This is an optimization exercise on Yosys and OpenROAD, whose aim is small area, a short achievable clock period and few clock cycles per item, not a production implementation. Where RTL was checked, it was by simulation tests only, not by an equivalence proof against the original. No functional check of the RTL was part of runs 5 and 6. Power figures rest on the tool's default switching activity, not on a simulated workload.

==> design.v <==
`timescale 1ns / 1ps
module booth_enc #(
    parameter W = 8
)(
    input  wire [W-1:0]   b,
    output wire [W/2-1:0] one,
    output wire [W/2-1:0] two,
    output wire [W/2-1:0] neg
);
    wire [W:0] bx = {b, 1'b0};
    genvar i;
    generate
        for (i = 0; i < W/2; i = i + 1) begin : dig
            assign one[i] = bx[2*i+1] ^ bx[2*i];
            assign two[i] = (bx[2*i+2] & ~bx[2*i+1] & ~bx[2*i]) |
                            (~bx[2*i+2] & bx[2*i+1] & bx[2*i]);
            assign neg[i] = bx[2*i+2];
        end
    endgenerate
endmodule
module mac_pe_8_bit #(
    parameter W = 8
)(
    input  wire clk,
    input  wire clear,
    input  wire [W-1:0] a,
    input  wire [W/2-1:0] one,
    input  wire [W/2-1:0] two,
    input  wire [W/2-1:0] neg,
    output reg  [2*W-1:0] product
);
    wire pp_0_0 = ((one[0] & a[0])) ^ neg[0];
    wire pp_0_1 = ((one[0] & a[1]) | (two[0] & a[0])) ^ neg[0];
    wire pp_0_2 = ((one[0] & a[2]) | (two[0] & a[1])) ^ neg[0];
    wire pp_0_3 = ((one[0] & a[3]) | (two[0] & a[2])) ^ neg[0];
    wire pp_0_4 = ((one[0] & a[4]) | (two[0] & a[3])) ^ neg[0];
    wire pp_0_5 = ((one[0] & a[5]) | (two[0] & a[4])) ^ neg[0];
    wire pp_0_6 = ((one[0] & a[6]) | (two[0] & a[5])) ^ neg[0];
    wire pp_0_7 = ((one[0] & a[7]) | (two[0] & a[6])) ^ neg[0];
    wire pp_0_8 = ~(((one[0] & a[7]) | (two[0] & a[7])) ^ neg[0]);
    wire pp_1_0 = ((one[1] & a[0])) ^ neg[1];
    wire pp_1_1 = ((one[1] & a[1]) | (two[1] & a[0])) ^ neg[1];
    wire pp_1_2 = ((one[1] & a[2]) | (two[1] & a[1])) ^ neg[1];
    wire pp_1_3 = ((one[1] & a[3]) | (two[1] & a[2])) ^ neg[1];
    wire pp_1_4 = ((one[1] & a[4]) | (two[1] & a[3])) ^ neg[1];
    wire pp_1_5 = ((one[1] & a[5]) | (two[1] & a[4])) ^ neg[1];
    wire pp_1_6 = ((one[1] & a[6]) | (two[1] & a[5])) ^ neg[1];
    wire pp_1_7 = ((one[1] & a[7]) | (two[1] & a[6])) ^ neg[1];
    wire pp_1_8 = ~(((one[1] & a[7]) | (two[1] & a[7])) ^ neg[1]);
    wire pp_2_0 = ((one[2] & a[0])) ^ neg[2];
    wire pp_2_1 = ((one[2] & a[1]) | (two[2] & a[0])) ^ neg[2];
    wire pp_2_2 = ((one[2] & a[2]) | (two[2] & a[1])) ^ neg[2];
    wire pp_2_3 = ((one[2] & a[3]) | (two[2] & a[2])) ^ neg[2];
    wire pp_2_4 = ((one[2] & a[4]) | (two[2] & a[3])) ^ neg[2];
    wire pp_2_5 = ((one[2] & a[5]) | (two[2] & a[4])) ^ neg[2];
    wire pp_2_6 = ((one[2] & a[6]) | (two[2] & a[5])) ^ neg[2];
    wire pp_2_7 = ((one[2] & a[7]) | (two[2] & a[6])) ^ neg[2];
    wire pp_2_8 = ~(((one[2] & a[7]) | (two[2] & a[7])) ^ neg[2]);
    wire pp_3_0 = ((one[3] & a[0])) ^ neg[3];
    wire pp_3_1 = ((one[3] & a[1]) | (two[3] & a[0])) ^ neg[3];
    wire pp_3_2 = ((one[3] & a[2]) | (two[3] & a[1])) ^ neg[3];
    wire pp_3_3 = ((one[3] & a[3]) | (two[3] & a[2])) ^ neg[3];
    wire pp_3_4 = ((one[3] & a[4]) | (two[3] & a[3])) ^ neg[3];
    wire pp_3_5 = ((one[3] & a[5]) | (two[3] & a[4])) ^ neg[3];
    wire pp_3_6 = ((one[3] & a[6]) | (two[3] & a[5])) ^ neg[3];
    wire pp_3_7 = ((one[3] & a[7]) | (two[3] & a[6])) ^ neg[3];
    wire pp_3_8 = ~(((one[3] & a[7]) | (two[3] & a[7])) ^ neg[3]);
    wire acc_0 = ~clear & product[0];
    wire acc_1 = ~clear & product[1];
    wire acc_2 = ~clear & product[2];
    wire acc_3 = ~clear & product[3];
    wire acc_4 = ~clear & product[4];
    wire acc_5 = ~clear & product[5];
    wire acc_6 = ~clear & product[6];
    wire acc_7 = ~clear & product[7];
    wire acc_8 = clear | product[8];
    wire acc_9 = ~clear & product[9];
    wire acc_10 = ~clear & product[10];
    wire acc_11 = ~clear & product[11];
    wire acc_12 = ~clear & product[12];
    wire acc_13 = ~clear & product[13];
    wire acc_14 = ~clear & product[14];
    wire acc_15 = ~clear & product[15];
    wire s0, c0;
    ha_cell u1 (.x(pp_0_4), .y(pp_1_2), .s(s0), .co(c0));
    wire s1, c1;
    ha_cell u2 (.x(pp_0_5), .y(pp_1_3), .s(s1), .co(c1));
    wire s2, c2;
    fa_cell u3 (.x(pp_0_6), .y(pp_1_4), .z(pp_2_2), .s(s2), .co(c2));
    wire s3, c3;
    ha_cell u4 (.x(pp_3_0), .y(neg[3]), .s(s3), .co(c3));
    wire s4, c4;
    fa_cell u5 (.x(pp_0_7), .y(pp_1_5), .z(pp_2_3), .s(s4), .co(c4));
    wire s5, c5;
    ha_cell u6 (.x(pp_3_1), .y(acc_7), .s(s5), .co(c5));
    wire s6, c6;
    fa_cell u7 (.x(pp_0_8), .y(pp_1_6), .z(pp_2_4), .s(s6), .co(c6));
    wire s7, c7;
    ha_cell u8 (.x(pp_3_2), .y(acc_8), .s(s7), .co(c7));
    wire s8, c8;
    fa_cell u9 (.x(pp_1_7), .y(pp_2_5), .z(pp_3_3), .s(s8), .co(c8));
    wire s9, c9;
    ha_cell u10 (.x(pp_1_8), .y(pp_2_6), .s(s9), .co(c9));
    wire s10, c10;
    ha_cell u11 (.x(pp_0_2), .y(pp_1_0), .s(s10), .co(c10));
    wire s11, c11;
    ha_cell u12 (.x(pp_0_3), .y(pp_1_1), .s(s11), .co(c11));
    wire s12, c12;
    fa_cell u13 (.x(pp_2_0), .y(neg[2]), .z(acc_4), .s(s12), .co(c12));
    wire s13, c13;
    fa_cell u14 (.x(pp_2_1), .y(acc_5), .z(s1), .s(s13), .co(c13));
    wire s14, c14;
    fa_cell u15 (.x(acc_6), .y(s2), .z(s3), .s(s14), .co(c14));
    wire s15, c15;
    fa_cell u16 (.x(s4), .y(s5), .z(c2), .s(s15), .co(c15));
    wire s16, c16;
    fa_cell u17 (.x(s6), .y(s7), .z(c4), .s(s16), .co(c16));
    wire s17, c17;
    fa_cell u18 (.x(acc_9), .y(s8), .z(c6), .s(s17), .co(c17));
    wire s18, c18;
    fa_cell u19 (.x(pp_3_4), .y(acc_10), .z(s9), .s(s18), .co(c18));
    wire s19, c19;
    fa_cell u20 (.x(pp_2_7), .y(pp_3_5), .z(acc_11), .s(s19), .co(c19));
    wire s20, c20;
    ha_cell u21 (.x(pp_2_8), .y(pp_3_6), .s(s20), .co(c20));
    wire s21, c21;
    ha_cell u22 (.x(pp_0_0), .y(neg[0]), .s(s21), .co(c21));
    wire s22, c22;
    ha_cell u23 (.x(pp_0_1), .y(acc_1), .s(s22), .co(c22));
    wire s23, c23;
    fa_cell u24 (.x(neg[1]), .y(acc_2), .z(s10), .s(s23), .co(c23));
    wire s24, c24;
    fa_cell u25 (.x(acc_3), .y(s11), .z(c10), .s(s24), .co(c24));
    wire s25, c25;
    fa_cell u26 (.x(s0), .y(s12), .z(c11), .s(s25), .co(c25));
    wire s26, c26;
    fa_cell u27 (.x(c0), .y(s13), .z(c12), .s(s26), .co(c26));
    wire s27, c27;
    fa_cell u28 (.x(c1), .y(s14), .z(c13), .s(s27), .co(c27));
    wire s28, c28;
    fa_cell u29 (.x(c3), .y(s15), .z(c14), .s(s28), .co(c28));
    wire s29, c29;
    fa_cell u30 (.x(c5), .y(s16), .z(c15), .s(s29), .co(c29));
    wire s30, c30;
    fa_cell u31 (.x(c7), .y(s17), .z(c16), .s(s30), .co(c30));
    wire s31, c31;
    fa_cell u32 (.x(c8), .y(s18), .z(c17), .s(s31), .co(c31));
    wire s32, c32;
    fa_cell u33 (.x(c9), .y(s19), .z(c18), .s(s32), .co(c32));
    wire s33, c33;
    fa_cell u34 (.x(acc_12), .y(s20), .z(c19), .s(s33), .co(c33));
    wire s34, c34;
    fa_cell u35 (.x(pp_3_7), .y(acc_13), .z(c20), .s(s34), .co(c34));
    wire s35, c35;
    ha_cell u36 (.x(pp_3_8), .y(acc_14), .s(s35), .co(c35));
    wire [15:0] row0 = {acc_15, s35, s34, s33, s32, s31, s30, s29, s28, s27, s26, s25, s24, s23, s22, acc_0};
    wire [15:0] row1 = {c35, c34, c33, c32, c31, c30, c29, c28, c27, c26, c25, c24, c23, c22, c21, s21};
    always @(posedge clk)
        product <= row0 + row1;
endmodule
module fa_cell (input wire x, input wire y, input wire z, output wire s, output wire co);
    assign s  = x ^ y ^ z;
    assign co = (x & y) | (x & z) | (y & z);
endmodule
module ha_cell (input wire x, input wire y, output wire s, output wire co);
    assign s  = x ^ y;
    assign co = x & y;
endmodule
`timescale 1ns / 1ps
module array #(
    parameter W = 8
)(
    input  wire clk,
    input  wire rst,
    input  wire start,
    input  wire signed [3*W-1:0] a,
    input  wire signed [3*W-1:0] b,
    output wire signed [9*2*W-1:0] result,
    output reg  result_valid
);
    reg beat1, beat2;
    reg accumulate;
    always @(posedge clk) begin
        if (rst) begin
            beat1        <= 1'b0;
            beat2        <= 1'b0;
            accumulate   <= 1'b0;
            result_valid <= 1'b0;
        end else begin
            beat1        <= start;
            beat2        <= beat1;
            accumulate   <= start | beat1;
            result_valid <= beat2;
        end
    end
    genvar i, j;
    generate
        for (j = 0; j < 3; j = j + 1) begin : enc
            wire [W/2-1:0] one, two, neg;
            booth_enc #(.W(W)) E (
                .b  (b[j*W +: W]),
                .one(one),
                .two(two),
                .neg(neg)
            );
        end
        for (i = 0; i < 3; i = i + 1) begin : row
            for (j = 0; j < 3; j = j + 1) begin : col
                mac_pe_8_bit PE (
                    .clk    (clk),
                    .clear  (~accumulate),
                    .a      (a[i*W +: W]),
                    .one    (enc[j].one),
                    .two    (enc[j].two),
                    .neg    (enc[j].neg),
                    .product(result[(i*3 + j)*2*W +: 2*W])
                );
            end
        end
    endgenerate
endmodule
==> flow/run.sh <==
#!/bin/bash
# The standard layout (the standard.sh, standard synthesis unchanged), with
# the port buffers that ORFS inserts before global placement made of the
# smallest plain buffer instead of ORFS's default choice; repair steps resize
# them where timing needs it.
set -euo pipefail
bash standard.sh "BUFFER_PORTS_ARGS=-buffer_cell sky130_fd_sc_hd__buf_1" finish > standard.log 2>&1
==> standard.sh <==
#!/bin/bash
# synth_recipe.tcl (not shown) runs the flow's synth.tcl, then flattens the netlist and writes it again
# the make line also repeats each setting of config.mk as NAME=value (left out here)
make -C /OpenROAD-flow-scripts/flow DESIGN_CONFIG=/design/flow/config.mk WORK_HOME=/design/flow/orfs CLKGATE_MAP_FILE= SYNTH_SCRIPT=/design/flow/synth_recipe.tcl "${@:-finish}"
==> config.mk <==
export PLATFORM = sky130hd
export DESIGN_NAME = array
export DESIGN_NICKNAME = array
export VERILOG_FILES = /design/flow/design.v
export SDC_FILE = /design/flow/constraint.sdc
export NUM_CORES = 4
export LEC_CHECK = 0
export CAP_MARGIN = 20
export CORE_MARGIN = 2
export CORE_UTILIZATION = 40
export CTS_BUF_LIST = sky130_fd_sc_hd__clkbuf_4 sky130_fd_sc_hd__clkbuf_8
export SETUP_SLACK_MARGIN = 1.75
export SLEW_MARGIN = 20
export SYNTH_HIERARCHICAL = 1
export SYNTH_MINIMUM_KEEP_SIZE = 0
==> constraint.sdc <==
create_clock -name core_clock -period 6.5 [get_ports {clk}]
set_input_delay 1.3000 -clock core_clock [delete_from_list [all_inputs] [get_ports {clk}]]
set_output_delay 1.3000 -clock core_clock [all_outputs]
set_load 0.01 [all_outputs]
==> results of run 1 <==
-- power by group through the flow --
stage | Sequential, mW | Combinational [mW] | Clock [mW]
floorplan | 1.97 | 9.03 | 0
global placement | 1.86 | 11.4 | 0
detailed placement | 1.86 | 11.6 | 0
CTS | 1.85 | 11.7 | 0.774
global route | 1.89 | 13.4 | 0.802
finish | 1.84 | 12.1 | 0.745
-- layer usage --
metal,wire (um),up-vias,GRT usage [%]
met5,27,-,0
met4,2350,4,8.87
met3,3190,103,3.88
met2,29500,490,34.8
met1,28400,8793,28.3
li1,-,8362,-
-- modules after synthesis (local to each module, per instance), a selection --
module,flops+latches,cell area (sq um),copies in the design
ha_cell,0,12.5,108
fa_cell,0,20.0,216
array,4,113,1
mac_pe_8_bit,16,1790,9
-- metrics by stage --
step / cell area (sq um) / worst slack (ns) / utilization, %
detailed placement: 24100 / 0.797 / 43.7
floorplan: 22700 / 1.77 / -
global route: 25100 / 1.71 / 45.5
finish: 25100 / 1.82 / 45.5
CTS: 24500 / 1.76 / 44.6
global placement: 24100 / 0.839 / 43.7
-- what timing repair did --
| item | CTS | global route |
|---|---|---|
| cloned | 0 | 8 |
| buffers inserted | 2 | 18 |
| endpoints found under the setup margin | 44 | 57 |
| hold endpoints to repair | 0 | 0 |
| hold buffers | 0 | 0 |
| gates resized for setup | 19 | 82 |
| pin swaps | 1 | 40 |
-- worst paths after layout --
path               from                           end  slack (ns)  depth (start not counted)
max               b[12]  row[1].col[1].PE.product[13]        1.82                         15
min               beat2                  result_valid        0.45                          1
max reg2reg  accumulate  row[1].col[0].PE.product[13]        2.39                         12
min reg2reg       beat2                  result_valid        0.45                          1
-- sequential cells by signal, indices dropped and copies added, names as in the netlist --
| name | count |
|---|---|
| accumulate | 1 |
| row.col.PE.product | 144 |
| beat1 | 1 |
| beat2 | 1 |
| result_valid | 1 |
-- cells by family after synthesis --
family,Yosys count
AND/OR/NAND/NOR,429
flip-flops,148
buffers and inverters,250
multiplexers,18
XOR/XNOR,459
AO/OA/AOI/OAI,586
adder cells (fa/ha/maj),468
-- cell usage in the layout (no fill, tap or decap), types with 11 or more instances in the layout --
cell type  synthesis  routed
a22oi_1          252     252
dfxtp_1          148     148
a21o_1            45      45
ha_1             243     213
inv_1             37      36
o21ai_1           33      28
nor2b_1          141     140
a21oi_2            9      18
clkbuf_2           0      13
xnor2_1          360     360
clkbuf_8           0      17
xor2_1            99      90
o211ai_2          27      27
nor2_1            36      36
fa_1             225     225
nand3_1           18      18
a21oi_1           90      80
buf_6              0      11
and3_1            27      26
buf_4             15      84
ha_4               0      26
o21ai_0           54      49
nand2b_1          36      35
buf_1              0     174
nand2_1          129     129
o21ai_2            9      16
-- critical path: stages --
cell and delay (ns):
clkbuf_2 0.17, nand2b_1 0.22, o21ai_4 0.23, buf_4 0.20, a22oi_1 0.11, xnor2_1 0.18, fa_1 0.55, fa_1 0.52
fa_1 0.60, ha_4 0.23, and3_4 0.18, and2_1 0.18, a31oi_4 0.25, o21bai_2 0.08, xor2_1 0.14
-- area by class of cell --
type	count	share of cell area [%]
clock inverters	12	0.439
multi-input cells	1960	75.5
well taps	748	3.73
inverters	37	0.564
clock buffers	19	0.992
flip-flops and latches	148	11.8
repair buffers	302	6.95
diodes	1	0.00997
==> results by group, run 1 <==
Placed design
  – GPL Wtd Cong: 0.874
  – Port Buffers: 195
  – Post-DP HPWL: 46.5 mm
  – Placed instance count: 3167

Routing
  – Routed WL per cell: 19.7 um
  – ANT nets after route: 0
  – DR pass1 iterations: 5
  – Via count: 17.8k
  – DRC Markers: 0
  – Initial DRC count: 968
  – Drt total wl: 63.5 mm
  – Via density: 5.50

Logic synthesis
  – Most frequent cell after synthesis: xnor2_1
  – Number of flops mapped to enable cells by yosys: 0
  – Post-synthesis cell type count: 39
  – Synth top cells by count: 360 x xnor2_1, 252 x a22oi_1, 243 x ha_1
  – Post-Synthesis Net Count: 2877
  – Mux contribution to synthesized area: 0.859%
  – Post-synthesis xor/xnor area fraction: 18.0%
  – Largest family of logic cells by synthesized area: adder cells
  – Compound-Gate Fraction of Synth Area: 19.1%
  – Ys Warns: 8
  – Synth Area in Adders: 33.9%
  – Synth area leader: fa_1
  – Flops & latches, synth: 148
  – Post-synthesis sequential area ratio: 13.3%
  – Asr flop ratio synth: 0%
  – Syn Area/Cell: 9.45 sq um
  – Simple-gate share of the synthesized area: 10.1%
  – Top post-synthesis cells by area: fa_1 20%, xnor2_1 14%, ha_1 14%
  – Most used DFF post-synth: dfxtp_1
  – Synthesized area: 22300 sq um
  – Share of the synthesized area in the top cell type: 20.2%
  – Gate Count Post-Synth: 2358

Global routing
  – First-pass GRT wire length: 97.8 mm
  – Tot GR Track Use: 21.5%
  – Total gr overflow: 0
  – Antenna violations before repair: 3
  – Vias in the first global route: 18.0k
  – Largest net degree at the start of global routing: 52

Pwr
  – Switching Share: 50.1%
  – Switching power: 7.34 mW
  – Combinational share of power: 82.3%
  – Leakage power: 10.2 nW
  – Seq pwr share: 12.6%
  – Peak supply drop: 0.249 mV
  – Internal power: 7.31 mW
  – Pwr/cell area: 584 nW/um^2
  – Clock power share: 5.1%
  – Pwr Total: 14.6 mW

Setup path
  – Critical path peak fanout: 6
  – Crit end category: flip-flop
  – Critical path arrival: 5.14 ns
  – CP Data Required Time: 6.96 ns
  – CP Class: in -> reg
  – Crit start category: input port

Clock network
  – CTS tree: yes
  – Reg clk slew, reported paths: 0.09 ns
  – H-tree depth: 4
  – CTS sink count: 148
  – Clock tree buffer depth: 2
  – Num CTS Buffers: 17
  – Latest clock arrival within the worst-skew pair: 0.59 ns
  – Root buffer cell: clkbuf_8

Final layout
  – # fillers: 5355
  – Layout Cells excl Fill: 3227
  – Proportion of layout cells with a drive suffix above 1: 12.7%
  – Final nets: 2985
  – Area of the multi-input gates: 18900 sq um
  – Area delta synth->final: 12.6%
  – Seq. cell area: 2960 sq um

STA
  – Slew HR: 26.9%
  – Post-route setup TNS: 0 ns
  – RSZ-0062 raised after global routing: false
  – Hold Fails Final Rpt: 0
  – Setup-failing EPs final: 0
  – Fin. max-slew vios: 0
  – Period minus WS final: 4.68 ns
  – Worst-margin pin slew: 1.10 ns
  – Crit share post-route: 72.1%
  – Final hold slack: 0.451 ns
  – Clock Skews: 0.0378 ns
  – Fmax: 214 MHz

Floorplan
  – Row cnt: 86
  – Top-Level Pins: 196
  – Initial core utilization: 40.4%
  – Die span in y: 240 um
  – Core area: 55100 sq um
  – Die ar.: 57600 sq um
  – Die width: 240 um

Outcome
  – Status: complete, no violations

Min path
  – Hold Path Class: reg -> reg

Run
  – Max cap viols: 0
Testbench counts, summed over its fixed seeds: cycles 14,408, items 4,800.
==> run 2: changes to the inputs <==
--- a/config.mk
+++ b/config.mk
@@ -10,4 +10,5 @@
 export CORE_UTILIZATION = 40
 export CTS_BUF_LIST = sky130_fd_sc_hd__clkbuf_4 sky130_fd_sc_hd__clkbuf_8
+export PLACE_DENSITY = 0.7
 export SETUP_SLACK_MARGIN = 1.75
 export SLEW_MARGIN = 20
==> run 2 against run 1 <==
  * Total power increased by 1.1%
  * Register-to-register slack worse by 0.02 ns
  * Setup slack gained 0.027 ns
  * Largest cell class unchanged
  * Clock-buffer cell count is 1 lower
  * Global-route usage up 0.41 points
  * Design area rose by 1.6%
  * Non-clock buffer count up 21
  * Final cell count is 0.68% higher
  * Via count increased by 1.9%
  * Clock skew fell by 0.014 ns
  * Hold slack better by 0.020 ns
==> results by group, run 2 <==
Outcome
  – Status: complete, no violations (unchanged)

Logic synthesis
  – Syn Area/Cell: 9.45 sq um (unchanged)
  – Post-synthesis sequential area ratio: 13.3% (unchanged)
  – Synth top cells by count: 360 x xnor2_1, 252 x a22oi_1, 243 x ha_1 (unchanged)
  – Top post-synthesis cells by area: fa_1 20%, xnor2_1 14%, ha_1 14% (unchanged)
  – Ys Warns: 8 (unchanged)
  – Post-Synthesis Net Count: 2877 (unchanged)
  – Post-synthesis cell type count: 39 (unchanged)
  – Asr flop ratio synth: 0% (unchanged)
  – Most frequent cell after synthesis: xnor2_1 (unchanged)
  – Synth area leader: fa_1 (unchanged)
  – Synthesized area: 22300 sq um (unchanged)
  – Flops & latches, synth: 148 (unchanged)
  – Gate Count Post-Synth: 2358 (unchanged)
  – Share of the synthesized area in the top cell type: 20.2% (unchanged)
  – Most used DFF post-synth: dfxtp_1 (unchanged)
  – Number of flops mapped to enable cells by yosys: 0 (unchanged)

Clock network
  – H-tree depth: 4 (unchanged)
  – Latest clock arrival within the worst-skew pair: 0.59 ns (about the same)
  – Num CTS Buffers: 17 (unchanged)
  – Reg clk slew, reported paths: 0.11 ns (was 0.09 ns)
  – CTS sink count: 148 (unchanged)
  – CTS tree: yes (unchanged)
  – Clock tree buffer depth: 2 (unchanged)
  – Root buffer cell: clkbuf_8 (unchanged)

STA
  – RSZ-0062 raised after global routing: true (was false)
  – Fmax: 215 MHz (was 214 MHz)
  – Clock Skews: 0.0239 ns (was 0.0378 ns)
  – Setup-failing EPs final: 0 (unchanged)
  – Period minus WS final: 4.66 ns (was 4.68 ns)
  – Post-route setup TNS: 0 ns (unchanged)
  – Slew HR: 33.0% (was 26.9%)
  – Fin. max-slew vios: 0 (unchanged)
  – Crit share post-route: 71.6% (was 72.1%)
  – Worst-margin pin slew: 1.00 ns (was 1.10 ns)
  – Hold Fails Final Rpt: 0 (unchanged)

Setup path
  – Crit end category: flip-flop (unchanged)
  – Slowest cell delay on critical path: 0.54 ns (was 0.60 ns)
  – Crit start category: input port (unchanged)
  – CP Data Required Time: 6.98 ns (was 6.96 ns)
  – Critical path depth in cells: 16 (was 15)
  – Critical path peak fanout: 7 (was 6)
  – R2r worst-path depth: 12 (unchanged)
  – Critical path arrival: 5.13 ns (was 5.14 ns)
  – Slowest cell on crit path: fa_1 (unchanged)
  – Crit-path cells: buf_1 -> nand2b_1 -> o21ai_4 -> buf_12 -> buf_4 -> a22oi_1 -> xnor2_1 -> ha_1 -> fa_1 -> fa_1 -> ha_1 -> and3_1 -> and2_1 -> a31oi_4 -> o21bai_2 -> xor2_1 (was clkbuf_2 -> nand2b_1 -> o21ai_4 -> buf_4 -> a22oi_1 -> xnor2_1 -> fa_1 -> fa_1 -> fa_1 -> ha_4 -> and3_4 -> and2_1 -> a31oi_4 -> o21bai_2 -> xor2_1)
  – CP bufs+invs: 3 (was 2)
  – Crit-path leading delay family: adder cells (unchanged)
  – CP Class: in -> reg (unchanged)

Placed design
  – Port Buffers: 195 (unchanged)
  – Post-DP HPWL: 47.3 mm (was 46.5 mm)
  – GPL Wtd Cong: 0.908 (was 0.874)
  – Placed instance count: 3173 (was 3167)

Final layout
  – Commonest non-fill, non-tap cell in the layout: xnor2_1 (unchanged)
  – # fillers: 5205 (was 5355)
  – Commonest non-fill, non-tap cells in the layout: 360 x xnor2_1, 251 x a22oi_1, 224 x fa_1, 217 x ha_1, 173 x buf_1 (was 360 x xnor2_1, 252 x a22oi_1, 225 x fa_1, 213 x ha_1, 174 x buf_1)
  – Layout Cells excl Fill: 3249 (was 3227)
  – Final nets: 3006 (was 2985)
  – Area delta synth->final: 14.4% (was 12.6%)
  – Reg with most FFs: row.col.PE.product (unchanged)
  – Max reg flops: 144 (unchanged)
  – Proportion of layout cells with a drive suffix above 1: 13.7% (was 12.7%)

Pwr
  – Peak supply drop: 0.250 mV (was 0.249 mV)
  – Switching Share: 49.8% (was 50.1%)
  – Internal power: 7.44 mW (was 7.31 mW)
  – Leakage power: 10.4 nW (was 10.2 nW)
  – Switching power: 7.37 mW (was 7.34 mW)
  – Pwr/cell area: 581 nW/um^2 (was 584 nW/um^2)
  – Combinational share of power: 81.9% (was 82.3%)
  – Clock power share: 5.8% (was 5.1%)
  – Seq pwr share: 12.2% (was 12.6%)

Floorplan
  – Initial core utilization: 40.4% (unchanged)
  – Row cnt: 86 (unchanged)
  – Die ar.: 57600 sq um (unchanged)
  – Core area: 55100 sq um (unchanged)
  – Die width: 240 um (unchanged)
  – Top-Level Pins: 196 (unchanged)
  – Die span in y: 240 um (unchanged)

Global routing
  – Total gr overflow: 0 (unchanged)
  – Vias in the first global route: 18.7k (was 18.0k)
  – First-pass GRT wire length: 99.7 mm (was 97.8 mm)
  – Antenna violations before repair: 3 (unchanged)
  – Largest net degree at the start of global routing: 60 (was 52)
  – Tot GR Track Use: 21.9% (was 21.5%)

Routing
  – Drt total wl: 63.2 mm (was 63.5 mm)
  – Routed WL per cell: 19.5 um (was 19.7 um)
  – DRC Markers: 0 (unchanged)
  – DR pass1 iterations: 5 (unchanged)
  – Initial DRC count: 1176 (was 968)
  – Via count: 18.1k (was 17.8k)
  – Via density: 5.57 (was 5.50)
  – ANT nets after route: 0 (unchanged)

Min path
  – Hold depth: 1 (unchanged)
  – Hold Path Class: reg -> reg (unchanged)

Run
  – Max cap viols: 0 (unchanged)
==> run 2: cell counts after synthesis <==
No cell type changed its count.
==> run 2: metrics by stage <==
| stage | util, % | hold WS, ns | power (mW) | worst slack [ns] | instance area, sq um |
|---|---|---|---|---|---|
| final | 46.3 | 0.470 | 14.8 | 1.84 | 25500 |
| after global routing | 46.3 | 0.499 | 16.3 | 1.73 | 25500 |
| after CTS | 45.3 | 0.472 | 14.5 | 1.76 | 24900 |
| after detailed placement | 43.8 | 0.443 | 13.4 | 0.610 | 24100 |
| after global placement | 43.8 | 0.431 | 13.2 | 0.694 | 24100 |
| after floorplan | - | 0.414 | 11.0 | 1.77 | 22700 |
==> run 2: power by group through the flow <==
| stage | Sequential, mW | Combinational (mW) | Clock, mW |
|---|---|---|---|
| floorplan | 1.97 | 9.03 | 0 |
| global placement | 1.82 | 11.4 | 0 |
| detailed placement | 1.83 | 11.6 | 0 |
| CTS | 1.82 | 11.8 | 0.893 |
| global route | 1.86 | 13.5 | 0.926 |
| finish | 1.81 | 12.1 | 0.866 |
==> run 2: worst paths after layout <==
check | slack [ns] | startpoint | endpoint
max | 1.84 | b[22] | row[0].col[2].PE.product[13]
min | 0.47 | beat2 | result_valid
max reg2reg | 2.37 | accumulate | row[1].col[2].PE.product[13]
min reg2reg | 0.47 | beat2 | result_valid
==> run 2: layout make-up <==
class / count / area (sq um) / share of cell area [%]
Sequential cell: 148 / 2960 / 11.6
Antenna cell: 1 / 2.50 / 0.00982
Inverter: 37 / 141 / 0.555
Timing Repair Buffer: 323 / 2000 / 7.84
Multi-Input combinational cell: 1960 / 19000 / 74.5
Clock inverter: 14 / 203 / 0.795
Tap cell: 748 / 936 / 3.67
Clock buffer: 18 / 241 / 0.948
==> run 2: cell families (layout without fill, tap and decap cells) <==
kind of cell | Yosys count | after routing | share of synthesized area (%)
buf+inv | 250 | 392 | 4.72
compound gates | 586 | 586 | 19.1
xor+xnor | 459 | 459 | 18.0
flops | 148 | 148 | 13.3
mux | 18 | 18 | 0.859
simple gates | 429 | 429 | 10.1
fa+ha+maj | 468 | 468 | 33.9
other cells | 0 | 1 | 0
==> run 2: timing repair <==
item / in CTS / in global routing
cloned: 2 / 2
hold endpoints to repair: 0 / 0
pin swaps: 8 / 34
hold buffers: 0 / 0
endpoints found under the setup margin: 76 / 61
buffers inserted: 8 / 31
resized for setup: 51 / 64
==> run 2: per-layer routing <==
layer | up-vias | share of wire [%] | track usage [%]
li1 | 8394 | - | -
met1 | 9030 | 42 | 27.7
met2 | 549 | 48 | 36.4
met3 | 104 | 6.8 | 5.58
met4 | 4 | 2.9 | 7.51
met5 | - | 0.041 | 0
==> run 2: Yosys stat by module, one instance, submodules excluded, a selection <==
module        flip-flops and latches  cell area (sq um)
mac_pe_8_bit                      16               1790
fa_cell                            0               20.0
array                              4                113
ha_cell                            0               12.5
==> run 3: changes to the inputs <==
--- a/config.mk
+++ b/config.mk
@@ -6,11 +6,10 @@
 export NUM_CORES = 4
 export LEC_CHECK = 0
-export CAP_MARGIN = 20
+export CAP_MARGIN = 0
 export CORE_MARGIN = 2
 export CORE_UTILIZATION = 40
 export CTS_BUF_LIST = sky130_fd_sc_hd__clkbuf_4 sky130_fd_sc_hd__clkbuf_8
-export PLACE_DENSITY = 0.7
 export SETUP_SLACK_MARGIN = 1.75
-export SLEW_MARGIN = 20
+export SLEW_MARGIN = 0
 export SYNTH_HIERARCHICAL = 1
 export SYNTH_MINIMUM_KEEP_SIZE = 0
==> run 3 against run 2 <==
  * Highest routed layer unchanged
  * Via count fell by 1.8%
  * Critical path type unchanged
  * Synthesized cell count unchanged
  * Non-clock buffer count down 21
  * Synthesized area stayed put
  * Still clean on timing, DRC and antenna
  * Combinational power is essentially flat
  * Total power decreased by 1.1%
  * Hold slack got worse by 0.020 ns
==> results by group, run 3 <==
Outcome
  – Status: complete, no violations (unchanged)

Logic synthesis
  – Compound-Gate Fraction of Synth Area: 19.1% (unchanged)
  – Simple-gate share of the synthesized area: 10.1% (unchanged)
  – Post-synthesis sequential area ratio: 13.3% (unchanged)
  – Synth top cells by count: 360 x xnor2_1, 252 x a22oi_1, 243 x ha_1 (unchanged)
  – Number of flops mapped to enable cells by yosys: 0 (unchanged)
  – Mux contribution to synthesized area: 0.859% (unchanged)
  – Asr flop ratio synth: 0% (unchanged)
  – Largest family of logic cells by synthesized area: adder cells (unchanged)
  – Synthesized area: 22300 sq um (unchanged)
  – Ys Warns: 8 (unchanged)
  – Post-synthesis xor/xnor area fraction: 18.0% (unchanged)
  – Share of the synthesized area in the top cell type: 20.2% (unchanged)
  – Most frequent cell after synthesis: xnor2_1 (unchanged)
  – Flops & latches, synth: 148 (unchanged)
  – Syn Area/Cell: 9.45 sq um (unchanged)
  – Post-synthesis cell type count: 39 (unchanged)
  – Gate Count Post-Synth: 2358 (unchanged)
  – Synth Area in Adders: 33.9% (unchanged)
  – Synth area leader: fa_1 (unchanged)
  – Post-Synthesis Net Count: 2877 (unchanged)
  – Most used DFF post-synth: dfxtp_1 (unchanged)
  – Top post-synthesis cells by area: fa_1 20%, xnor2_1 14%, ha_1 14% (unchanged)

STA
  – Fmax: 214 MHz (was 215 MHz)
  – Hold Fails Final Rpt: 0 (unchanged)
  – Crit share post-route: 72.1% (was 71.6%)
  – Post-route setup TNS: 0 ns (unchanged)
  – Setup-failing EPs final: 0 (unchanged)
  – Fin. max-slew vios: 0 (unchanged)
  – Slew HR: 26.9% (was 33.0%)
  – Worst-margin pin slew: 1.10 ns (was 1.00 ns)
  – Clock Skews: 0.0378 ns (was 0.0239 ns)
  – Final hold slack: 0.451 ns (was 0.470 ns)
  – RSZ-0062 raised after global routing: false (was true)
  – Period minus WS final: 4.68 ns (was 4.66 ns)

Setup path
  – Critical path peak fanout: 6 (was 7)
  – Most frequent CP cell: fa_1
  – CP Class: in -> reg (unchanged)
  – Crit-path cells: clkbuf_2 -> nand2b_1 -> o21ai_4 -> buf_4 -> a22oi_1 -> xnor2_1 -> fa_1 -> fa_1 -> fa_1 -> ha_4 -> and3_4 -> and2_1 -> a31oi_4 -> o21bai_2 -> xor2_1 (was buf_1 -> nand2b_1 -> o21ai_4 -> buf_12 -> buf_4 -> a22oi_1 -> xnor2_1 -> ha_1 -> fa_1 -> fa_1 -> ha_1 -> and3_1 -> and2_1 -> a31oi_4 -> o21bai_2 -> xor2_1)
  – Crit-path leading delay family: adder cells (unchanged)
  – Crit Reg-Reg Endpoint: row[1].col[0].PE.product[13] (was row[1].col[2].PE.product[13])
  – Crit end category: flip-flop (unchanged)
  – CP bufs+invs: 2 (was 3)
  – R2R Setup Slk: 2.39 ns (was 2.37 ns)
  – Critical path arrival: 5.14 ns (was 5.13 ns)
  – FF-to-FF Start: accumulate (unchanged)
  – Crit start category: input port (unchanged)
  – Slowest cell delay on critical path: 0.60 ns (was 0.54 ns)
  – CP Data Required Time: 6.96 ns (was 6.98 ns)
  – Slowest cell on crit path: fa_1 (unchanged)
  – R2r worst-path depth: 12 (unchanged)

Routing
  – Via count: 17.8k (was 18.1k)
  – Drt total wl: 63.5 mm (was 63.2 mm)
  – DRC Markers: 0 (unchanged)
  – Routed WL per cell: 19.7 um (was 19.5 um)
  – Initial DRC count: 968 (was 1176)
  – DR pass1 iterations: 5 (unchanged)
  – ANT nets after route: 0 (unchanged)
  – Via density: 5.50 (was 5.57)

Clock network
  – Num CTS Buffers: 17 (unchanged)
  – CTS tree: yes (unchanged)
  – Clock tree buffer depth: 2 (unchanged)
  – Reg clk slew, reported paths: 0.09 ns (was 0.11 ns)
  – Root buffer cell: clkbuf_8 (unchanged)
  – CTS sink count: 148 (unchanged)
  – Latest clock arrival within the worst-skew pair: 0.59 ns (about the same)
  – CTS Hold Bufs: 0 (unchanged)
  – H-tree depth: 4 (unchanged)

Pwr
  – Switching Share: 50.1% (was 49.8%)
  – Switching power: 7.34 mW (was 7.37 mW)
  – Internal power: 7.31 mW (was 7.44 mW)
  – Leakage power: 10.2 nW (was 10.4 nW)
  – Pwr/cell area: 584 nW/um^2 (was 581 nW/um^2)
  – Seq pwr share: 12.6% (was 12.2%)
  – Peak supply drop: 0.249 mV (was 0.250 mV)
  – Pwr Total: 14.6 mW (was 14.8 mW)
  – Combinational share of power: 82.3% (was 81.9%)
  – Clock power share: 5.1% (was 5.8%)

Floorplan
  – Die span in y: 240 um (unchanged)
  – Core area: 55100 sq um (unchanged)
  – Initial core utilization: 40.4% (unchanged)
  – Row cnt: 86 (unchanged)
  – Die ar.: 57600 sq um (unchanged)
  – Die width: 240 um (unchanged)
  – Top-Level Pins: 196 (unchanged)

Placed design
  – Port Buffers: 195 (unchanged)
  – Post-DP HPWL: 46.5 mm (was 47.3 mm)
  – GPL Wtd Cong: 0.874 (was 0.908)

Min path
  – HP Start: beat2 (unchanged)
  – Worst Hold Path EP: result_valid (unchanged)
  – Hold depth: 1 (unchanged)
  – Hold Path Class: reg -> reg (unchanged)

Global routing
  – Largest net degree at the start of global routing: 52 (was 60)
  – Antenna violations before repair: 3 (unchanged)
  – First-pass GRT wire length: 97.8 mm (was 99.7 mm)
  – Total gr overflow: 0 (unchanged)
  – Vias in the first global route: 18.0k (was 18.7k)
  – Tot GR Track Use: 21.5% (was 21.9%)

Run
  – Max cap viols: 0 (unchanged)

Final layout
  – Commonest non-fill, non-tap cells in the layout: 360 x xnor2_1, 252 x a22oi_1, 225 x fa_1, 213 x ha_1, 174 x buf_1 (was 360 x xnor2_1, 251 x a22oi_1, 224 x fa_1, 217 x ha_1, 173 x buf_1)
  – Proportion of layout cells with a drive suffix above 1: 12.7% (was 13.7%)
  – Final nets: 2985 (was 3006)
  – Max reg flops: 144 (unchanged)
  – Reg with most FFs: row.col.PE.product (unchanged)
  – # fillers: 5355 (was 5205)
  – Commonest non-fill, non-tap cell in the layout: xnor2_1 (unchanged)
  – Area delta synth->final: 12.6% (was 14.4%)
-- run 3: cell counts after synthesis --
No cell type changed its count.
-- run 3: stage by stage --
| stage | cell area, sq um | utilization (%) | worst slack [ns] | instances |
|---|---|---|---|---|
| finish | 25100 | 45.5 | 1.82 | 3227 |
| global placement | 24100 | 43.7 | 0.839 | 3167 |
| global route | 25100 | 45.5 | 1.71 | 3227 |
| CTS | 24500 | 44.6 | 1.76 | 3200 |
| floorplan | 22700 | - | 1.77 | 2358 |
| detailed placement | 24100 | 43.7 | 0.797 | 3167 |
-- run 3: logic make-up (layout without fill, tap and decap cells) --
family,after synthesis,in the layout
AOI/OAI and AO/OA,586,586
adders and majority gates,468,468
xor gates and xnor gates,459,459
and+or+nand+nor,429,429
buffers and inverters,250,370
DFF,148,148
muxes,18,18
other,0,1
-- run 3: layout make-up --
class                   count  area [sq um]  share of cell area (%)
multi-input cells        1960         18900                    75.5
flip-flops and latches    148          2960                    11.8
repair buffers            302          1740                    6.95
well taps                 748           936                    3.73
clock buffers              19           249                   0.992
inverters                  37           141                   0.564
clock inverters            12           110                   0.439
diodes                      1          2.50                 0.00997
-- run 3: how the worst max path moves through the flow --
stage,from,to,cells past startpoint
2_1_floorplan,b[4],row[0].col[0].PE.product[13],14
3_3_place_gp,b[11],row[1].col[1].PE.product[13],14
3_5_place_dp,b[11],row[1].col[1].PE.product[13],14
4_1_cts,b[17],row[1].col[2].PE.product[13],16
5_1_grt,b[5],row[2].col[0].PE.product[12],15
6_report,b[12],row[1].col[1].PE.product[13],15
-- run 3: repair_timing --
| item | CTS | global route |
|---|---|---|
| cloned | 0 | 8 |
| pin swaps | 1 | 40 |
| setup buffers | 2 | 18 |
| gates resized for setup | 19 | 82 |
| setup endpoints to repair | 44 | 57 |
-- run 3: modules after synthesis (local to each module, per instance), excerpt --
| module | times used | flops+latches |
|---|---|---|
| fa_cell | 216 | 0 |
| ha_cell | 108 | 0 |
| mac_pe_8_bit | 9 | 16 |
| array | 1 | 4 |
-- run 3: power by group through the flow --
stage               Combinational (mW)  Clock [mW]  Sequential, mW
finish                            12.1       0.745            1.84
global route                      13.4       0.802            1.89
CTS                               11.7       0.774            1.85
detailed placement                11.6           0            1.86
floorplan                         9.03           0            1.97
global placement                  11.4           0            1.86
-- run 3: metal layers --
layer	wire length [um]	global-route usage, %
met5	27	0
met3	3190	3.88
met1	28400	28.3
met4	2350	8.87
met2	29500	34.8
==> run 4: changes to the inputs <==
--- a/config.mk
+++ b/config.mk
@@ -6,10 +6,10 @@
 export NUM_CORES = 4
 export LEC_CHECK = 0
-export CAP_MARGIN = 0
+export CAP_MARGIN = 20
 export CORE_MARGIN = 2
-export CORE_UTILIZATION = 40
+export CORE_UTILIZATION = 30
 export CTS_BUF_LIST = sky130_fd_sc_hd__clkbuf_4 sky130_fd_sc_hd__clkbuf_8
 export SETUP_SLACK_MARGIN = 1.75
-export SLEW_MARGIN = 0
+export SLEW_MARGIN = 20
 export SYNTH_HIERARCHICAL = 1
 export SYNTH_MINIMUM_KEEP_SIZE = 0
==> run 4 against run 3 <==
  * First-iteration DRC count increased by 4.0%
  * Synthesized cell count is the same
  * Critical path type unchanged
  * Register-to-register slack better by 0.02 ns
  * Still clean
  * Non-clock buffer count rose by 10
  * Synthesized area is the same
==> results by group, run 4 <==
Outcome
  – Status: complete, no violations (unchanged)

Final layout
  – Commonest non-fill, non-tap cell in the layout: xnor2_1 (unchanged)
  – Commonest non-fill, non-tap cells in the layout: 360 x xnor2_1, 249 x a22oi_1, 224 x fa_1, 212 x ha_1, 178 x buf_1 (was 360 x xnor2_1, 252 x a22oi_1, 225 x fa_1, 213 x ha_1, 174 x buf_1)
  – Final Instance Area: 25600 sq um (was 25100 sq um)
  – # fillers: 7434 (was 5355)
  – Proportion of layout cells with a drive suffix above 1: 13.4% (was 12.7%)
  – Area delta synth->final: 15.1% (was 12.6%)
  – Final nets: 2996 (was 2985)
  – Reg with most FFs: row.col.PE.product (unchanged)
  – Layout Cells excl Fill: 3450 (was 3227)
  – Max reg flops: 144 (unchanged)

Min path
  – HP Start: beat2 (unchanged)
  – Hold Path Class: reg -> reg (unchanged)

Routing
  – DRC Markers: 0 (unchanged)
  – Initial DRC count: 1007 (was 968)
  – Via count: 17.5k (was 17.8k)
  – ANT nets after route: 0 (unchanged)
  – Drt total wl: 65.2 mm (was 63.5 mm)
  – Routed WL per cell: 18.9 um (was 19.7 um)
  – Via density: 5.06 (was 5.50)
  – DR pass1 iterations: 5 (unchanged)

Logic synthesis
  – Synth top cells by count: 360 x xnor2_1, 252 x a22oi_1, 243 x ha_1 (unchanged)
  – Synth Area in Adders: 33.9% (unchanged)
  – Share of the synthesized area in the top cell type: 20.2% (unchanged)
  – Syn Area/Cell: 9.45 sq um (unchanged)
  – Post-synthesis cell type count: 39 (unchanged)
  – Top post-synthesis cells by area: fa_1 20%, xnor2_1 14%, ha_1 14% (unchanged)
  – Largest family of logic cells by synthesized area: adder cells (unchanged)
  – Mux contribution to synthesized area: 0.859% (unchanged)
  – Post-synthesis xor/xnor area fraction: 18.0% (unchanged)
  – Number of flops mapped to enable cells by yosys: 0 (unchanged)
  – Gate Count Post-Synth: 2358 (unchanged)
  – Simple-gate share of the synthesized area: 10.1% (unchanged)
  – Asr flop ratio synth: 0% (unchanged)
  – Compound-Gate Fraction of Synth Area: 19.1% (unchanged)
  – Post-synthesis sequential area ratio: 13.3% (unchanged)
  – Most used DFF post-synth: dfxtp_1 (unchanged)
  – Synthesized area: 22300 sq um (unchanged)
  – Most frequent cell after synthesis: xnor2_1 (unchanged)
  – Post-Synthesis Net Count: 2877 (unchanged)
  – Ys Warns: 8 (unchanged)
  – Flops & latches, synth: 148 (unchanged)
  – Synth area leader: fa_1 (unchanged)

Clock network
  – Reg clk slew, reported paths: 0.11 ns (was 0.09 ns)
  – Clock tree buffer depth: 2 (unchanged)
  – CTS Hold Bufs: 0 (unchanged)
  – Root buffer cell: clkbuf_8 (unchanged)
  – Num CTS Buffers: 17 (unchanged)
  – CTS sink count: 148 (unchanged)
  – Latest clock arrival within the worst-skew pair: 0.58 ns (was 0.59 ns)
  – CTS tree: yes (unchanged)
  – H-tree depth: 4 (unchanged)

Placed design
  – Post-DP HPWL: 48.2 mm (was 46.5 mm)
  – GPL Wtd Cong: 0.827 (was 0.874)
  – Port Buffers: 195 (unchanged)
  – Placed instance count: 3377 (was 3167)
  – Dpl ws: 0.746 ns (was 0.797 ns)
  – Placed Area: 24400 sq um (was 24100 sq um)

STA
  – Period minus WS final: 4.71 ns (was 4.68 ns)
  – Fin. max-slew vios: 0 (unchanged)
  – Worst-margin pin slew: 0.845 ns (was 1.10 ns)
  – Setup-failing EPs final: 0 (unchanged)
  – Slew HR: 43.7% (was 26.9%)
  – Clock Skews: 0.0206 ns (was 0.0378 ns)
  – Hold Fails Final Rpt: 0 (unchanged)
  – RSZ-0062 raised after global routing: false (unchanged)
  – Fin worst setup slack: 1.79 ns (was 1.82 ns)
  – Fmax: 212 MHz (was 214 MHz)
  – Post-route setup TNS: 0 ns (unchanged)
  – Crit share post-route: 72.4% (was 72.1%)

Setup path
  – CP Data Required Time: 6.96 ns (about the same)
  – CP Class: in -> reg (unchanged)
  – Critical path arrival: 5.17 ns (was 5.14 ns)
  – FF-to-FF Start: accumulate (unchanged)
  – Crit start category: input port (unchanged)
  – Crit. Startpoint: b[19] (was b[12])
  – Critical path peak fanout: 9 (was 6)
  – Crit end category: flip-flop (unchanged)

Global routing
  – Vias in the first global route: 17.7k (was 18.0k)
  – Total gr overflow: 0 (unchanged)
  – Largest net degree at the start of global routing: 74 (was 52)
  – First-pass GRT wire length: 102 mm (was 97.8 mm)
  – Tot GR Track Use: 16.9% (was 21.5%)
  – Antenna violations before repair: 2 (was 3)

Pwr
  – Leakage power: 10.3 nW (was 10.2 nW)
  – Pwr Total: 14.7 mW (was 14.6 mW)
  – Peak supply drop: 0.222 mV (was 0.249 mV)
  – Pwr/cell area: 574 nW/um^2 (was 584 nW/um^2)

Floorplan
  – Die span in y: 276 um (was 240 um)
  – Top-Level Pins: 196 (unchanged)
  – Core area: 73200 sq um (was 55100 sq um)
  – Row cnt: 99 (was 86)
  – Initial core utilization: 30.4% (was 40.4%)
  – Die width: 276 um (was 240 um)
  – Die ar.: 76400 sq um (was 57600 sq um)

Run
  – Max cap viols: 0 (unchanged)
[run 4: cell count changes in the layout (fill, tap and decap cells not counted), moves of 4 or more]
| cell | change |
|---|---|
| buf_12 | +6 |
| clkinvlp_4 | -6 |
| clkbuf_2 | -4 |
| inv_6 | +5 |
| buf_4 | +6 |
| buf_1 | +4 |
| clkbuf_4 | -4 |
| o21ai_1 | -4 |
[run 4: area by class of cell]
class / count / area (sq um) / share of cell area (%)
Clock buffer: 17 / 234 / 0.913
Multi-Input combinational cell: 1961 / 19000 / 74.2
Timing Repair Buffer: 312 / 1910 / 7.44
Tap cell: 959 / 1200 / 4.68
Clock inverter: 15 / 159 / 0.620
Antenna cell: 1 / 2.50 / 0.00976
Sequential cell: 148 / 2960 / 11.6
Inverter: 37 / 141 / 0.552
[run 4: final timing paths]
check | endpoint | slack (ns) | depth (start not counted)
max | row[1].col[2].PE.product[13] | 1.79 | 16
min | result_valid | 0.45 | 1
max reg2reg | row[1].col[2].PE.product[13] | 2.41 | 12
min reg2reg | result_valid | 0.45 | 1
[run 4: routing by layer]
metal  vias to the layer above  global-route usage (%)  wire length, um
li1                       8380                       -                -
met1                      8620                    22.5            30100
met2                       387                    27.5            30300
met3                        63                    3.56             3440
met4                         2                    4.93             1360
met5                         -                       0               13
[run 4: logic make-up (layout without fill, tap and decap cells)]
family	Yosys count	after routing
other	0	1
multiplexers	18	18
AO/OA/AOI/OAI	586	587
AND/OR/NAND/NOR	429	429
flip-flops	148	148
buffers and inverters	250	381
adder cells (fa/ha/maj)	468	468
XOR/XNOR	459	459
[run 4: through the flow]
stage | utilization, % | hold slack [ns]
after global routing | 35.0 | 0.475
after detailed placement | 33.3 | 0.431
after floorplan | - | 0.414
after global placement | 33.3 | 0.421
after CTS | 34.1 | 0.459
final | 35.0 | 0.450
[run 4: critical path, stage by stage]
cell,delay [ns]
clkbuf_4,0.19
buf_12,0.16
nand3b_1,0.12
o21ai_4,0.13
buf_6,0.17
a22oi_1,0.10
xnor2_1,0.29
fa_1,0.49
fa_1,0.52
fa_1,0.48
ha_4,0.28
and3_1,0.23
and2_1,0.20
a31oi_4,0.27
o21bai_2,0.09
xor2_1,0.14
[run 4: repair_timing]
item | CTS | global route
buffers inserted | 2 | 30
pin swaps | 3 | 42
cloned | 2 | 6
setup endpoints to repair | 65 | 59
resized for setup | 27 | 83
[run 4: report_power, final]
part | switching, mW | total [mW] | leakage (nW) | internal [mW]
combinational | 6.62 | 12.1 | 8.86 | 5.47
sequential | 0.287 | 1.84 | 1.25 | 1.55
clock | 0.474 | 0.792 | 0.198 | 0.318
[run 4: modules after synthesis (local to each module, per instance), a selection]
module        cells  cell area [sq um]  copies in the design  flops+latches
fa_cell           1               20.0                   216              0
mac_pe_8_bit    219               1790                     9             16
ha_cell           1               12.5                   108              0
array             9                113                     1              4
==> run 5: changes to the inputs <==
--- a/design.v
+++ b/design.v
@@ -196,22 +196,20 @@
     genvar i, j;
     generate
-        for (j = 0; j < 3; j = j + 1) begin : enc
-            wire [W/2-1:0] one, two, neg;
-            booth_enc #(.W(W)) E (
-                .b  (b[j*W +: W]),
-                .one(one),
-                .two(two),
-                .neg(neg)
-            );
-        end
         for (i = 0; i < 3; i = i + 1) begin : row
             for (j = 0; j < 3; j = j + 1) begin : col
+                wire [W/2-1:0] one, two, neg;
+                booth_enc #(.W(W)) E (
+                    .b  (b[j*W +: W]),
+                    .one(one),
+                    .two(two),
+                    .neg(neg)
+                );
                 mac_pe_8_bit PE (
                     .clk    (clk),
                     .clear  (~accumulate),
                     .a      (a[i*W +: W]),
-                    .one    (enc[j].one),
-                    .two    (enc[j].two),
-                    .neg    (enc[j].neg),
+                    .one    (one),
+                    .two    (two),
+                    .neg    (neg),
                     .product(result[(i*3 + j)*2*W +: 2*W])
                 );
--- a/config.mk
+++ b/config.mk
@@ -8,5 +8,5 @@
 export CAP_MARGIN = 20
 export CORE_MARGIN = 2
-export CORE_UTILIZATION = 30
+export CORE_UTILIZATION = 40
 export CTS_BUF_LIST = sky130_fd_sc_hd__clkbuf_4 sky130_fd_sc_hd__clkbuf_8
 export SETUP_SLACK_MARGIN = 1.75
==> run 5 against run 4 <==
  * Still clean on timing, DRC and antenna
  * Via count is 2.5% higher
  * Sequential power hardly changed
  * Utilization is 11 points higher
  * Register-to-register slack worse by 0.04 ns
  * Wire length is 9.8% lower
  * Total power is 4.3% lower
  * Combinational power is 5% lower
  * Synthesized area is 3.3% higher
  * Hold slack worse by 0.0048 ns
  * Critical path depth is 2 lower
  * Largest cell class unchanged
  * Largest power group unchanged
==> results by group, run 5 <==
Floorplan
  – Die span in y: 244 um (was 276 um)
  – Top-Level Pins: 196 (unchanged)
  – Core area: 56600 sq um (was 73200 sq um)
  – Row cnt: 87 (was 99)
  – Die width: 244 um (was 276 um)
  – Die ar.: 59500 sq um (was 76400 sq um)
  – Initial core utilization: 40.7% (was 30.4%)

Setup path
  – R2R Setup Slk: 2.37 ns (was 2.41 ns)
  – Crit end category: flip-flop (unchanged)
  – Critical path arrival: 5.12 ns (was 5.17 ns)
  – R2r worst-path depth: 12 (unchanged)
  – Critical path peak fanout: 9 (unchanged)
  – Crit start category: input port (unchanged)
  – CP Data Required Time: 6.96 ns (about the same)
  – Crit Reg-Reg Endpoint: row[2].col[0].PE.product[13] (was row[1].col[2].PE.product[13])
  – FF-to-FF Start: accumulate (unchanged)
  – CP Class: in -> reg (unchanged)

Routing
  – DRC Markers: 0 (unchanged)
  – Routed WL per cell: 17.8 um (was 18.9 um)
  – Via count: 17.9k (was 17.5k)
  – Drt total wl: 58.9 mm (was 65.2 mm)
  – Via density: 5.41 (was 5.06)
  – Initial DRC count: 1185 (was 1007)
  – ANT nets after route: 0 (unchanged)
  – DR pass1 iterations: 6 (was 5)

Min path
  – HP Start: beat2 (unchanged)
  – Hold depth: 1 (unchanged)
  – Hold Path Class: reg -> reg (unchanged)
  – Worst Hold Path EP: result_valid (unchanged)

Global routing
  – Largest net degree at the start of global routing: 62 (was 74)
  – Total gr overflow: 0 (unchanged)
  – First-pass GRT wire length: 95.1 mm (was 102 mm)
  – Tot GR Track Use: 19.8% (was 16.9%)
  – Vias in the first global route: 18.2k (was 17.7k)
  – Antenna violations before repair: 1 (was 2)

Placed design
  – Placed instance count: 3256 (was 3377)
  – Dpl ws: 0.548 ns (was 0.746 ns)
  – Post-DP HPWL: 46.8 mm (was 48.2 mm)
  – Port Buffers: 195 (unchanged)
  – Placed Area: 24200 sq um (was 24400 sq um)
  – GPL Wtd Cong: 0.916 (was 0.827)

Clock network
  – CTS tree: yes (unchanged)
  – Num CTS Buffers: 17 (unchanged)
  – Latest clock arrival within the worst-skew pair: 0.57 ns (was 0.58 ns)
  – H-tree depth: 4 (unchanged)
  – CTS Hold Bufs: 0 (unchanged)
  – Reg clk slew, reported paths: 0.09 ns (was 0.11 ns)
  – Root buffer cell: clkbuf_8 (unchanged)
  – Clock tree buffer depth: 2 (unchanged)
  – CTS sink count: 148 (unchanged)

STA
  – Period minus WS final: 4.66 ns (was 4.71 ns)
  – Setup-failing EPs final: 0 (unchanged)
  – Fmax: 214 MHz (was 212 MHz)
  – Worst-margin pin slew: 0.890 ns (was 0.845 ns)
  – Post-route setup TNS: 0 ns (unchanged)
  – Clock Skews: 0.0135 ns (was 0.0206 ns)
  – Final hold slack: 0.445 ns (was 0.450 ns)
  – Crit share post-route: 71.7% (was 72.4%)
  – Fin worst setup slack: 1.84 ns (was 1.79 ns)
  – Slew HR: 40.7% (was 43.7%)
  – Hold Fails Final Rpt: 0 (unchanged)
  – RSZ-0062 raised after global routing: true (was false)
  – Fin. max-slew vios: 0 (unchanged)

Pwr
  – Peak supply drop: 0.358 mV (was 0.222 mV)
  – Pwr Total: 14.1 mW (was 14.7 mW)
  – Leakage power: 10.5 nW (was 10.3 nW)
  – Pwr/cell area: 546 nW/um^2 (was 574 nW/um^2)

Logic synthesis
  – Most frequent cell after synthesis: xnor2_1 (unchanged)
  – Post-synthesis cell type count: 39 (unchanged)
  – Synth top cells by count: 360 x xnor2_1, 252 x a22oi_1, 243 x ha_1 (unchanged)
  – Number of flops mapped to enable cells by yosys: 0 (unchanged)
  – Synth area leader: fa_1 (unchanged)
  – Syn Area/Cell: 9.33 sq um (was 9.45 sq um)
  – Asr flop ratio synth: 0% (unchanged)
  – Post-Synthesis Net Count: 2985 (was 2877)
  – Ys Warns: 8 (unchanged)
  – Most used DFF post-synth: dfxtp_1 (unchanged)
  – Top post-synthesis cells by area: fa_1 20%, xnor2_1 14%, ha_1 13% (was fa_1 20%, xnor2_1 14%, ha_1 14%)
  – Post-synthesis sequential area ratio: 12.9% (was 13.3%)
  – Flops & latches, synth: 148 (unchanged)
  – Share of the synthesized area in the top cell type: 19.6% (was 20.2%)
  – Gate Count Post-Synth: 2466 (was 2358)
  – Synthesized area: 23000 sq um (was 22300 sq um)

Final layout
  – Area of the multi-input gates: 19600 sq um (was 19000 sq um)
  – Reg with most FFs: row.col.PE.product (unchanged)
  – Commonest non-fill, non-tap cell in the layout: xnor2_1 (unchanged)
  – Commonest non-fill, non-tap cells in the layout: 360 x xnor2_1, 251 x a22oi_1, 229 x ha_1, 225 x fa_1, 161 x buf_1 (was 360 x xnor2_1, 249 x a22oi_1, 224 x fa_1, 212 x ha_1, 178 x buf_1)
  – ANT cells: 0 (was 1)
  – Final Instance Area: 25800 sq um (was 25600 sq um)
  – Area delta synth->final: 12.1% (was 15.1%)
  – Final core utilization: 45.6% (was 35.0%)
  – Final nets: 3057 (was 2996)
  – Layout Cells excl Fill: 3307 (was 3450)
  – # fillers: 5505 (was 7434)
  – Seq. cell area: 2960 sq um (unchanged)
  – Proportion of layout cells with a drive suffix above 1: 13.2% (was 13.4%)
  – Max reg flops: 144 (unchanged)

Run
  – Max cap viols: 0 (unchanged)

Outcome
  – Status: complete, no violations (unchanged)
run 5: layer usage:
metal | share of wire, % | GRT usage [%] | wire [um] | vias up
li1 | - | - | - | 8610
met1 | 46 | 26.6 | 27200 | 8745
met2 | 47 | 32.2 | 27500 | 465
met3 | 4.9 | 3.49 | 2890 | 74
met4 | 2.2 | 6.67 | 1290 | 2
met5 | 0.022 | 0 | 13 | -
run 5: cell families (layout without fill, tap and decap cells):
kind of cell	count (synthesis)	in the layout	synth area share, %
AOI/OAI and AO/OA	604	604	18.9
xor gates and xnor gates	477	477	18.2
and+or+nand+nor	471	471	10.9
adders and majority gates	468	468	32.8
buffers and inverters	280	365	5.54
DFF	148	148	12.9
muxes	18	18	0.832
run 5: final cells by class:
type / count / area share [%]
Sequential cell: 148 / 11.5
Clock buffer: 21 / 1.05
Inverter: 37 / 0.548
Multi-Input combinational cell: 2038 / 76.0
Timing Repair Buffer: 296 / 6.76
Tap cell: 756 / 3.67
Clock inverter: 11 / 0.500
run 5: report_power, final:
part           switching [mW]  internal (mW)
logic                    6.45           5.04
clock network           0.419          0.364
registers               0.260           1.55
run 5: critical path: stages:
cell and delay [ns]:
buf_4 0.20, nand2b_1 0.21, o21ai_4 0.28, a22oi_1 0.15
xnor2_1 0.25, fa_1 0.47, fa_1 0.52, fa_1 0.61
ha_4 0.23, and3_1 0.20, and2_1 0.20, a31oi_4 0.27
o21bai_2 0.09, xor2_1 0.14
run 5: Yosys stat by module (local to each module, per instance), a selection:
module	copies in the design	area (sq um)
fa_cell	216	20.0
array	1	113
ha_cell	108	12.5
mac_pe_8_bit	9	1790
run 5: timing repair:
item,in CTS,in global routing
pin swaps,1,42
gates resized for setup,117,104
setup buffers,0,19
setup endpoints to repair,78,55
run 5: worst max path at each step:
stage,from,slack (ns),end,cells past startpoint
3_5_place_dp,b[3],0.55,row[0].col[0].PE.product[13],13
5_1_grt,b[12],1.72,row[1].col[1].PE.product[13],14
6_report,b[12],1.84,row[1].col[1].PE.product[13],14
2_1_floorplan,b[2],1.75,row[0].col[0].PE.product[13],14
4_1_cts,b[4],1.74,row[0].col[0].PE.product[13],14
3_3_place_gp,b[3],0.57,row[0].col[0].PE.product[13],13
==> run 6: changes to the inputs <==
==> run.sh (new file) <==
#!/bin/bash
# synth_recipe.tcl (not shown) runs the flow's synth.tcl, then flattens the netlist and writes it again
# the make line also repeats each setting of config.mk as NAME=value (left out here)
make -C /OpenROAD-flow-scripts/flow DESIGN_CONFIG=/design/flow/config.mk WORK_HOME=/design/flow/orfs CLKGATE_MAP_FILE= SYNTH_SCRIPT=/design/flow/synth_recipe.tcl finish
--- a/config.mk
+++ b/config.mk
@@ -9,6 +9,5 @@
 export CORE_MARGIN = 2
 export CORE_UTILIZATION = 40
-export CTS_BUF_LIST = sky130_fd_sc_hd__clkbuf_4 sky130_fd_sc_hd__clkbuf_8
-export SETUP_SLACK_MARGIN = 1.75
+export SETUP_SLACK_MARGIN = 1.5
 export SLEW_MARGIN = 20
 export SYNTH_HIERARCHICAL = 1
removed: flow/run.sh
removed: standard.sh
==> run 6 against run 5 <==
  * Fmax decreased by 4.2%
  * Register-to-register slack got worse by 0.04 ns
  * Via count increased by 0.83%
  * Global-route usage increased by 0.46 points
  * Clock-buffer cell count decreased by 1
  * Synthesized area unchanged
  * Sequential cell count unchanged
==> results by group, run 6 <==
Floorplan
  – Die ar.: 59500 sq um (unchanged)
  – Die width: 244 um (unchanged)
  – Core area: 56600 sq um (unchanged)

Global routing
  – Vias in the first global route: 18.3k (was 18.2k)
  – Total gr overflow: 0 (unchanged)
  – Tot GR Track Use: 20.3% (was 19.8%)
  – Antenna violations before repair: 0 (was 1)
  – First-pass GRT wire length: 97.2 mm (was 95.1 mm)
  – Largest net degree at the start of global routing: 69 (was 62)

Setup path
  – Critical path peak fanout: 24 (was 9)
  – Crit-path leading delay family: adder cells (unchanged)
  – Critical path arrival: 5.25 ns (was 5.12 ns)
  – CP bufs+invs: 2 (was 1)
  – CP Class: in -> reg (unchanged)
  – Slowest cell on crit path: fa_1 (unchanged)
  – Crit-path cells: clkdlybuf4s50_1 -> buf_4 -> a22oi_1 -> xnor2_1 -> fa_1 -> fa_1 -> fa_1 -> ha_1 -> and3_1 -> and2_1 -> a31oi_4 -> o21bai_2 -> xor2_1 (was buf_4 -> nand2b_1 -> o21ai_4 -> a22oi_1 -> xnor2_1 -> fa_1 -> fa_1 -> fa_1 -> ha_4 -> and3_1 -> and2_1 -> a31oi_4 -> o21bai_2 -> xor2_1)
  – CP Data Required Time: 6.88 ns (was 6.96 ns)

Pwr
  – Pwr/cell area: 554 nW/um^2 (was 546 nW/um^2)
  – Pwr Total: 14.8 mW (was 14.1 mW)
  – Peak supply drop: 0.262 mV (was 0.358 mV)
  – Leakage power: 11.0 nW (was 10.5 nW)

Min path
  – Hold Path Class: reg -> reg (unchanged)

Final layout
  – Area delta synth->final: 15.8% (was 12.1%)
  – Commonest non-fill, non-tap cells in the layout: 360 x xnor2_1, 252 x a22oi_1, 239 x ha_1, 225 x fa_1, 155 x clkdlybuf4s50_1 (was 360 x xnor2_1, 251 x a22oi_1, 229 x ha_1, 225 x fa_1, 161 x buf_1)
  – Max reg flops: 144 (unchanged)
  – Final nets: 3067 (was 3057)
  – Final core utilization: 47.1% (was 45.6%)
  – Proportion of layout cells with a drive suffix above 1: 12.0% (was 13.2%)
  – # fillers: 5416 (was 5505)
  – Reg with most FFs: row.col.PE.product (unchanged)
  – ANT cells: 0 (unchanged)

Clock network
  – CTS tree: yes (unchanged)
  – Latest clock arrival within the worst-skew pair: 0.50 ns (was 0.57 ns)
  – Num CTS Buffers: 17 (unchanged)
  – Clock tree buffer depth: 2 (unchanged)
  – CTS Hold Bufs: 0 (unchanged)

Placed design
  – Post-DP HPWL: 47.4 mm (was 46.8 mm)
  – Placed Area: 25500 sq um (was 24200 sq um)
  – GPL Wtd Cong: 0.898 (was 0.916)

STA
  – Fmax: 206 MHz (was 214 MHz)
  – Setup-failing EPs final: 0 (unchanged)
  – Clock Skews: 0.00877 ns (was 0.0135 ns)
  – Fin. max-slew vios: 0 (unchanged)
  – Final hold slack: 0.447 ns (was 0.445 ns)
  – Period minus WS final: 4.86 ns (was 4.66 ns)
  – Post-route setup TNS: 0 ns (unchanged)
  – Slew HR: 34.3% (was 40.7%)
  – Hold Fails Final Rpt: 0 (unchanged)
  – Crit share post-route: 74.8% (was 71.7%)
  – Worst-margin pin slew: 0.986 ns (was 0.890 ns)

Routing
  – DRC Markers: 0 (unchanged)
  – ANT nets after route: 0 (unchanged)
  – Drt total wl: 59.5 mm (was 58.9 mm)
  – Via count: 18.0k (was 17.9k)
  – Routed WL per cell: 17.9 um (was 17.8 um)
  – DR pass1 iterations: 5 (was 6)
  – Initial DRC count: 1082 (was 1185)

Logic synthesis
  – Synthesized area: 23000 sq um (unchanged)
  – Synth area leader: fa_1 (unchanged)
  – Synth top cells by count: 360 x xnor2_1, 252 x a22oi_1, 243 x ha_1 (unchanged)
  – Syn Area/Cell: 9.33 sq um (unchanged)
  – Number of flops mapped to enable cells by yosys: 0 (unchanged)
  – Asr flop ratio synth: 0% (unchanged)
  – Post-synthesis cell type count: 39 (unchanged)
  – Most frequent cell after synthesis: xnor2_1 (unchanged)
  – Top post-synthesis cells by area: fa_1 20%, xnor2_1 14%, ha_1 13% (unchanged)
  – Flops & latches, synth: 148 (unchanged)
  – Share of the synthesized area in the top cell type: 19.6% (unchanged)
  – Gate Count Post-Synth: 2466 (unchanged)

Outcome
  – Status: complete, no violations (unchanged)

Run
  – Max cap viols: 0 (unchanged)
-- run 6: cell counts after synthesis --
No cell type changed its count.
-- run 6: worst paths after layout --
| check | startpoint | end | slack [ns] | cells after the start |
|---|---|---|---|---|
| min | beat2 | result_valid | 0.45 | 1 |
| max | a[19] | row[2].col[2].PE.product[13] | 1.64 | 13 |
| min reg2reg | beat2 | result_valid | 0.45 | 1 |
| max reg2reg | accumulate | row[2].col[2].PE.product[13] | 2.33 | 12 |
-- run 6: modules after synthesis (local to each module, per instance), excerpt --
module        area, sq um  copies in the design
mac_pe_8_bit         1790                     9
array                 113                     1
fa_cell              20.0                   216
ha_cell              12.5                   108
-- run 6: cell families after synthesis --
logic type,synth area share (%)
compound gates,18.9
buf+inv,5.54
flops,12.9
mux,0.832
xor+xnor,18.2
fa+ha+maj,32.8
simple gates,10.9
-- run 6: metrics by stage --
stage / setup WS, ns / instances
global route: 1.47 / 3316
floorplan: 1.67 / 2466
detailed placement: 0.354 / 3279
CTS: 1.47 / 3312
finish: 1.64 / 3316
global placement: 0.440 / 3279
-- run 6: cell type report --
type | count | area (sq um) | area share, %
Clock inverter | 11 | 199 | 0.746
Sequential cell | 148 | 2960 | 11.1
Tap cell | 756 | 946 | 3.55
Clock buffer | 20 | 447 | 1.68
Timing Repair Buffer | 306 | 2770 | 10.4
Inverter | 37 | 141 | 0.530
Multi-Input combinational cell | 2038 | 19200 | 72.0
-- run 6: worst reg2reg max path, stage by stage, from the launching register on --
cell and delay (ns):
dfxtp_1 0.32, inv_4 0.57, buf_12 0.41, nor2b_1 0.13, ha_1 0.32, fa_1 0.51
fa_1 0.50, ha_1 0.36, and3_1 0.24, and2_1 0.19, a31oi_4 0.27, o21bai_2 0.09
xor2_1 0.14
-- run 6: per-layer routing --
metal	up-vias	track usage [%]	wire length [um]
met5	-	0	0
met4	0	5.69	1090
li1	8639	-	-
met2	435	33.6	28700
met3	60	3.19	2450
met1	8910	27.3	27300
-- run 6: what timing repair did --
action,in CTS,in global routing
resized for setup,94,96
buffers inserted,2,4
pin swaps,2,18
endpoints found under the setup margin,76,55
-- run 6: report_power, final --
group	leakage [nW]	switching [mW]	internal [mW]
Combinational	9.49	6.37	5.41
Clock	0.304	0.464	0.691
Sequential	1.25	0.275	1.55
Total	11.0	7.11	7.66

-- separate check: timing with driven ports --
The results above use ideal ports. As a check the final layouts listed here were re-extracted and re-timed, cells and wires unchanged. Step 1 sets driving cells, clkbuf_16 on the clock port and buf_2 on the other inputs (assumed; they add their load-dependent delay and slew). Step 2 also shifts input and output timing later by t, the mid clock arrival at the registers, as if the neighbouring blocks saw the same clock. Three values: no drivers, after step 1, after step 2; two values: the first two.
run | t (ns) | slack for setup (ns)
run 1 | 0.623 | 1.816 / 1.842 / 1.219
run 2 | 0.630 | 1.843 / 1.865 / 1.235
run 3 | 0.623 | 1.816 / 1.842 / 1.219
run 4 | 0.629 | 1.791 / 1.824 / 1.195
run 5 | 0.623 | 1.838 / 1.838 / 1.215
run 6 | 0.556 | 1.636 / 1.654 / 1.098
After both steps every run listed still meets setup and hold.
